Background: an optimization exercise with open tools, aiming at small area, a short achievable clock period and few clock cycles. Do not read the settings as production practice.
Function was checked by simulation only, so behaviour that the tests miss may differ from the original.
Power is estimated from default activity; no workload was simulated.

Design PriorityQueue, start of the top module:
module PriorityQueue (
  input         clock,
  input         reset,
  output        io_head_valid,
  output        io_head_none,
  output [7:0]  io_head_prio_cycle,
  output [3:0]  io_head_prio_superCycle,
  output [5:0]  io_head_refID,
  input         io_cmd_valid,
  input         io_cmd_op,
  input  [7:0]  io_cmd_prio_cycle,
  input  [3:0]  io_cmd_prio_superCycle,
  input  [5:0]  io_cmd_refID,
  output        io_cmd_done,
  output        io_cmd_result,
  output [7:0]  io_cmd_rm_prio_cycle,
  output [3:0]  io_cmd_rm_prio_superCycle
);
  localparam N = 33;
  localparam W = 18;             
  reg  [W-1:0] s [0:N-1];
  reg          pValid;           
  reg          pOp;
  reg  [W-1:0] pElem;            
  reg  [N-1:0] le;               
  reg  [N-1:0] match;            
  reg  [5:0]   clrCnt;           
  reg          idle;             
  reg  [W-1:0] headReg;
  reg          headNone;
  reg          headValid;
  reg          resultReg;
  reg  [11:0]  rmPrioReg;
  wire clearNext = reset | (~idle & (clrCnt != 6'd1));
  wire         full = ~&s[N-1][5:0];
  wire         ins = pValid & pOp & ~full;
  wire         rem = pValid & ~pOp;
  wire [N-1:0] after;    
  wire [W-1:0] sn [0:N-1];
  wire [11:0]  ck = {io_cmd_prio_superCycle, io_cmd_prio_cycle};
  wire [11:0]  nck = ~ck;
  wire [W-1:0] cElem = {ck, io_cmd_refID};
  wire         cValid = io_cmd_valid & idle;
  wire [N-1:0] cLe;      
  wire [N-1:0] cMatch;   
  wire [11:0]  cRm [0:N-1];    
  wire [N-1:0] eqS;      
  wire         eqP = pElem[5:0] == io_cmd_refID;
  wire         pRemSame = pValid & ~pOp & eqP;
  ...
For scale: roughly 4700 cells after synthesis, ~720 flip-flops, roughly 56 I/O pins.
export LEC_CHECK = 0
export CAP_MARGIN = 20
export CORE_MARGIN = 2
export CORE_UTILIZATION = 45
export CTS_BUF_LIST = sky130_fd_sc_hd__clkbuf_8
export SLEW_MARGIN = 20
export SYNTH_HIERARCHICAL = 1
export TNS_END_PERCENT = 0
create_clock -name core_clock -period 12.0 [get_ports {clock}]
standard.sh (not shown) runs the stock make flow with config.mk's settings and CLKGATE_MAP_FILE= SYNTH_SCRIPT=/design/flow/synth_recipe.tcl, a recipe that flattens the netlist after the stock synthesis.
==> flow/flow/run.sh <==
#!/bin/bash
set -euo pipefail
MARGIN=$(cat flow/margin.txt)
bash standard.sh SETUP_SLACK_MARGIN=$MARGIN \
  "BUFFER_PORTS_ARGS=-buffer_cell sky130_fd_sc_hd__buf_4" finish > flow_make.log 2>&1
==> flow/flow/margin.txt <==
8.8
The first run ran to the end with no violations.
Testbench counts at the start, summed over its fixed seeds: cycles 3,200.
Change:
==> flow/flow/margin.txt (replaced) <==
8.4
- CTS_BUF_LIST: sky130_fd_sc_hd__clkbuf_8 -> not set
What happened: Design area went up by 1.5%. Routed wire length went up by 2.5%. Sequential power is about the same. Setup slack gets worse by 0.025 ns.
Change:
==> flow/flow/margin.txt (replaced) <==
8.0
- CTS_BUF_LIST: not set -> sky130_fd_sc_hd__clkbuf_8
What happened: Worst setup slack gets worse by 0.25 ns; design area fell by 3.2%; power goes down by 2.9%; via count went down by 1.5%.
Change:
==> flow/flow/margin.txt (replaced) <==
8.8
- PLACE_DENSITY: not set -> 0.75
The changed run went through all stages and came out clean.
Area after synthesis is unchanged.
Worst hold slack barely changes.
Final cell count does not change.
Design area came out higher by about 1.2%.
Worst setup slack is better by 0.28 ns.
Clock power went down by about 10%.

---

Another version of the RTL of PriorityQueue (not shown whole).
For scale: about 4800 cells after synthesis, ~720 flip-flops, ~56 I/O pins, roughly 43000 um^2 of cells after synthesis.
clock: 12.0 ns
lec_check: 0
cap_margin: 20
core_margin: 2
core_utilization: 30
cts_buf_list: sky130_fd_sc_hd__clkbuf_8
slew_margin: 20
synth_hierarchical: 1
tns_end_percent: 0
==> flow/flow/run.sh <==
#!/bin/bash
set -euo pipefail
MARGIN=$(cat flow/margin.txt)
bash standard.sh SETUP_SLACK_MARGIN=$MARGIN finish > flow_make.log 2>&1
==> flow/flow/margin.txt <==
8.3
Testbench counts at the start, summed over its fixed seeds: cycles 3,200.
Change:
--- a/flow/config.mk
+++ b/flow/config.mk
@@ -9,3 +9,3 @@
 export CORE_MARGIN = 2
-export CORE_UTILIZATION = 30
+export CORE_UTILIZATION = 55
 export CTS_BUF_LIST = sky130_fd_sc_hd__clkbuf_8
Result:
- critical path depth increases by 1
- fmax increases by 0.63%
- global-route usage increases by 22 points
- wire length decreases by 2.7%
- final area decreases by 3.4%
- worst setup slack gains 0.024 ns
- cell count decreases by 13%

## what the ideal ports hide
The results above use ideal ports. As a check the final layouts listed here were re-extracted and re-timed, cells and wires unchanged.
Step 1 (the two cells are an assumption about what drives the block):
set clk [get_ports {clock}]
set_driving_cell -lib_cell sky130_fd_sc_hd__clkbuf_16 $clk
set_driving_cell -lib_cell sky130_fd_sc_hd__buf_2 [delete_from_list [all_inputs] $clk]
Step 2 times the ports against the registers' clock, not the clock port: input delays grow and output delays shrink by t, the midpoint of the rising clock arrivals with the driver on.
a / b / c = ideal / step 1 / step 2; a / b = the first two.
run	t, ns	setup WS [ns]	hold slack, ns	worst slew at a driven data input, ns
the first run of note 1	0.907	8.156 / 8.165 / 7.258	0.525 / 0.525 / 0.525	0.30
the second run of note 1	0.745	8.131 / 8.035 / 7.290	0.525 / 0.525 / 0.525	0.29
the third run of note 1	0.907	7.882 / 7.905 / 7.019	0.525 / 0.525 / 0.525	0.05
the fourth run of note 1	0.859	8.158 / 8.171 / 7.316	0.522 / 0.522 / 0.522	0.08
the first run of note 2	0.907	8.104 / 8.025 / 7.117	0.511 / 0.511 / 0.511	0.20
the second run of note 2	0.889	8.129 / 8.121 / 7.266	0.512 / 0.512 / 0.512	0.07
After both steps every run listed still meets setup and hold. For the first run of note 2, which loses most, drivers alone change the setup slack by -0.079 ns; drivers and shift together by -0.987 ns.
